Source: an optimization exercise on an open RTL-to-GDS flow (aim: small area). Production flows keep margins and buffers that such runs may drop.
In this exercise RTL edits were held to simulation tests only and were not proved equivalent to the original.
The flow treats the clock pin as an ideal source, which a real chip does not have.

== lane 1 ==
==> flow/design.v (excerpt) <==
module top(
  input             i_clk,    
  input             i_rst,    
  input             i_btnC,
  input             i_btnL,
  input             i_btnR,
  input             i_btnU,
  input             i_btnD,
  input [15:0]      i_sw,
  output [15:0]     o_led,
  output [6:0]      o_seg_l,
  output [3:0]      o_an_l,
  output            o_dp_l
);
  wire en, en_tick, rf_debug;
  ts_cnt u_cnt(.i_clk(i_clk), .i_rst(i_rst), .en(en), .en_tick(en_tick), .rf_debug(rf_debug));
  wire [4:0] p;
  ts_deb u_deb(.i_clk(i_clk), .i_rst(i_rst), .en(en),
    .b_in({i_btnD, i_btnU, i_btnR, i_btnL, i_btnC}), .pulse(p));
  wire [2:0] state;
  wire rf_mode;
  wire [1:0] ds;
  wire zall;
  ts_ctl u_ctl(.i_clk(i_clk), .i_rst(i_rst), .en(en), .sw9(i_sw[9]),
    .btnC(p[0]), .btnL(p[1]), .btnR(p[2]), .zall(zall),
    .state(state), .rf_mode(rf_mode), .ds(ds));
  wire blink;
  wire [3:0] d0, d2, d3;
  wire [2:0] d1;
  ...
Size: about 390 cells after synthesis, about 67 flip-flops, about 51 I/O pins, about 0.0032 sq mm of cells after synthesis.
export LEC_CHECK = 0
export CAP_MARGIN = 0
export CORE_MARGIN = 2
export CORE_UTILIZATION = 40
export SLEW_MARGIN = 0
create_clock -name core_clock -period 10.0 [get_ports {i_clk}]
standard.sh (not shown) runs the stock make flow with config.mk's settings and CLKGATE_MAP_FILE= SYNTH_SCRIPT=/design/flow/synth_recipe.tcl, a recipe that flattens the netlist after the stock synthesis.
==> flow/flow/run.sh <==
#!/bin/bash
# Own layout flow: the standard flow, with an area-oriented ABC mapping in
# synthesis, minimum-size port buffers and a lighter clock tree. Each tool's
# output is in flow_make.log and in ORFS's own logs under orfs/logs.
set -euo pipefail
W=$PWD
F=$W/flow

# Synthesis: the standard flow's own script, with Yosys's abc command replaced by one that
# maps the logic with each ABC script in flow/abc/ and keeps the smallest.
{
  echo "set abc_scripts {$(cd $F/abc && ls *.abc | tr '\n' ' ')}"
  echo "set abc_dir $F/abc"
  echo "set abc_tmp $W/abc_stat.txt"
  echo "source $F/abc_best.tcl"
  cat $W/synth_recipe.tcl
} > $W/own_synth.tcl

bash $W/standard.sh \
  SYNTH_SCRIPT=$W/own_synth.tcl ADDER_MAP_FILE= \
  BUFFER_PORTS_ARGS="-buffer_cell sky130_fd_sc_hd__buf_1" \
  CTS_ARGS="-sink_clustering_enable -repair_clock_nets -dont_use_dummy_load -buf_list sky130_fd_sc_hd__clkbuf_4" \
  POST_RESIZE_TCL=$F/post_resize.tcl \
  POST_CTS_TCL=$F/post_cts.tcl \
  finish > $W/flow_make.log 2>&1
==> flow/flow/post_cts.tcl <==
# Runs after clock tree synthesis (POST_CTS_TCL). The tree is built from
# clkbuf_4 cells; the root is set to clkbuf_8, and each leaf buffer whose
# flip-flops see a clock slew above the target is upsized. Then the placement
# is legalized again.
set clk_slew_target 0.120
proc clk_sink_slew {inst} {
  set worst 0
  set onet [get_nets -of_objects [get_pins -of_objects $inst -filter "direction==output"]]
  foreach p [get_pins -of_objects $onet -filter "direction==input"] {
    set s [get_property $p slew_max]
    if {$s > $worst} { set worst $s }
  }
  return $worst
}
set root [get_cells clkbuf_0_*]
if {[get_property $root ref_name] eq "sky130_fd_sc_hd__clkbuf_4"} {
  replace_cell $root sky130_fd_sc_hd__clkbuf_8
}
set changed 1
while {$changed} {
  set changed 0
  estimate_parasitics -placement
  foreach inst [get_cells clkbuf_*] {
    if {$inst == $root} continue
    set worst [clk_sink_slew $inst]
    set m [get_property $inst ref_name]
    if {$worst > $clk_slew_target} {
      set nm [string map {clkbuf_2 clkbuf_4 clkbuf_4 clkbuf_8 clkbuf_8 clkbuf_16} $m]
      if {$nm ne $m} {
        replace_cell $inst $nm
        set changed 1
        puts "post_cts: [get_full_name $inst] $m -> $nm (load slew $worst)"
      }
    }
  }
}
detailed_placement
check_placement -verbose
estimate_parasitics -placement
Other scripts of this flow, unchanged in this note and not shown: flow/flow/abc/a2.abc, flow/flow/abc/a3.abc, flow/flow/abc/a5.abc, flow/flow/abc/a7.abc, flow/flow/abc/c01.abc, flow/flow/abc/c02.abc, flow/flow/abc/c03.abc, flow/flow/abc/c04.abc, flow/flow/abc/c05.abc, flow/flow/abc/c06.abc, flow/flow/abc/c07.abc, flow/flow/abc/c09.abc, flow/flow/abc/c10.abc, flow/flow/abc/s5.abc, flow/flow/abc/t6.abc, flow/flow/abc_best.tcl, flow/flow/post_resize.tcl
### lane 1 -> lane 2
==> flow/flow/post_cts.tcl <==
# Runs after clock tree synthesis (POST_CTS_TCL). Each leaf clock buffer is
# sized to the smallest clkbuf whose flip-flops see a clock slew at most the
# target (the root keeps the size CTS gave it, unless a leaf cannot meet the
# target); then the placement is legalized again.
set clk_slew_target 0.120
set clk_sizes {sky130_fd_sc_hd__clkbuf_2 sky130_fd_sc_hd__clkbuf_4 sky130_fd_sc_hd__clkbuf_8 sky130_fd_sc_hd__clkbuf_16}
proc clk_sink_slew {inst} {
  set worst 0
  set onet [get_nets -of_objects [get_pins -of_objects $inst -filter "direction==output"]]
  foreach p [get_pins -of_objects $onet -filter "direction==input"] {
    set s [get_property $p slew_max]
    if {$s > $worst} { set worst $s }
  }
  return $worst
}
proc clk_size_leaves {} {
  global clk_slew_target clk_sizes
  set root [get_cells clkbuf_0_*]
  set ok 1
  foreach inst [get_cells clkbuf_*] {
    if {$inst == $root} continue
    set done 0
    foreach s $clk_sizes {
      replace_cell $inst $s
      estimate_parasitics -placement
      set w [clk_sink_slew $inst]
      if {$w <= $clk_slew_target} { set done 1; break }
    }
    puts "post_cts: [get_full_name $inst] -> $s (clock slew $w)"
    if {!$done} { set ok 0 }
  }
  return $ok
}
if {![clk_size_leaves]} {
  replace_cell [get_cells clkbuf_0_*] sky130_fd_sc_hd__clkbuf_16
  puts "post_cts: root -> clkbuf_16"
  clk_size_leaves
}
detailed_placement
check_placement -verbose
estimate_parasitics -placement
### Flow results
Delta (lane 2 minus lane 1): chip width has remained practically unchanged; instance count of the mapped netlist now sits at about the same level. On HPWL reported at the end of detailed placement, lane 2 and lane 1 are basically level. Lane 2 did not run to completion, as it errored out during clock tree synthesis. Comparing lane 1 against lane 2, there is no change at all in die boundary height.
> inputs changed (lane 2 -> lane 3)
diff --git a/flow/flow/post_cts.tcl b/flow/flow/post_cts.tcl
--- a/flow/flow/post_cts.tcl
+++ b/flow/flow/post_cts.tcl
@@ -3,6 +3,4 @@
 # target (the root keeps the size CTS gave it, unless a leaf cannot meet the
 # target); then the placement is legalized again.
-set clk_slew_target 0.120
-set clk_sizes {sky130_fd_sc_hd__clkbuf_2 sky130_fd_sc_hd__clkbuf_4 sky130_fd_sc_hd__clkbuf_8 sky130_fd_sc_hd__clkbuf_16}
 proc clk_sink_slew {inst} {
   set worst 0
@@ -14,6 +12,6 @@
   return $worst
 }
-proc clk_size_leaves {} {
-  global clk_slew_target clk_sizes
+# (This file is sourced inside a procedure, so the settings are arguments.)
+proc clk_size_leaves {clk_slew_target clk_sizes} {
   set root [get_cells clkbuf_0_*]
   set ok 1
@@ -32,8 +30,9 @@
   return $ok
 }
-if {![clk_size_leaves]} {
+set sizes {sky130_fd_sc_hd__clkbuf_2 sky130_fd_sc_hd__clkbuf_4 sky130_fd_sc_hd__clkbuf_8 sky130_fd_sc_hd__clkbuf_16}
+if {![clk_size_leaves 0.120 $sizes]} {
   replace_cell [get_cells clkbuf_0_*] sky130_fd_sc_hd__clkbuf_16
   puts "post_cts: root -> clkbuf_16"
-  clk_size_leaves
+  clk_size_leaves 0.120 $sizes
 }
 detailed_placement
Results
Lane 2 never completed; the flow aborted with a tool error in clock tree synthesis.
Having completed the whole flow, lane 3 delivered a layout that passed the timing, DRC and antenna checks.
Total cell area at the placement stage: lane 2 vs lane 3 identical
Lane 3 -> lane 2: initial core utilization delta 0, exact match
From lane 2 to lane 3, post-synthesis instance total did not move at all.
From lane 2 to lane 3, number of placed instances, taps included did not move at all.
Lane 2 -> lane 3: top-level I/O count delta 0, exact match

[what the ideal ports hide]
The flow's constraints put no driver on any port. The routed layouts listed below were extracted and timed again, unchanged, in two steps.
Step 1 (the two cells are an assumption about what drives the block):
set clk [get_ports {i_clk}]
set_driving_cell -lib_cell sky130_fd_sc_hd__clkbuf_16 $clk
set_driving_cell -lib_cell sky130_fd_sc_hd__buf_2 [delete_from_list [all_inputs] $clk]
Step 2 times the ports against the registers' clock, not the clock port: input delays grow and output delays shrink by t, the midpoint of the rising clock arrivals with the driver on.
Three values: ideal ports, drivers, drivers and shift; two values: the first two.
| run | t, ns | setup slack, ns | clock arrival spread, ns | pins driven straight from the clock port |
|---|---|---|---|---|
| lane 1 | 0.362 | 5.379 / 5.349 / 5.711 | 0.034 / 0.034 | 1 |
| lane 3 | 0.419 | 5.330 / 5.302 / 5.722 | 0.040 / 0.039 | 1 |
After both steps setup and hold are still met in every run listed.
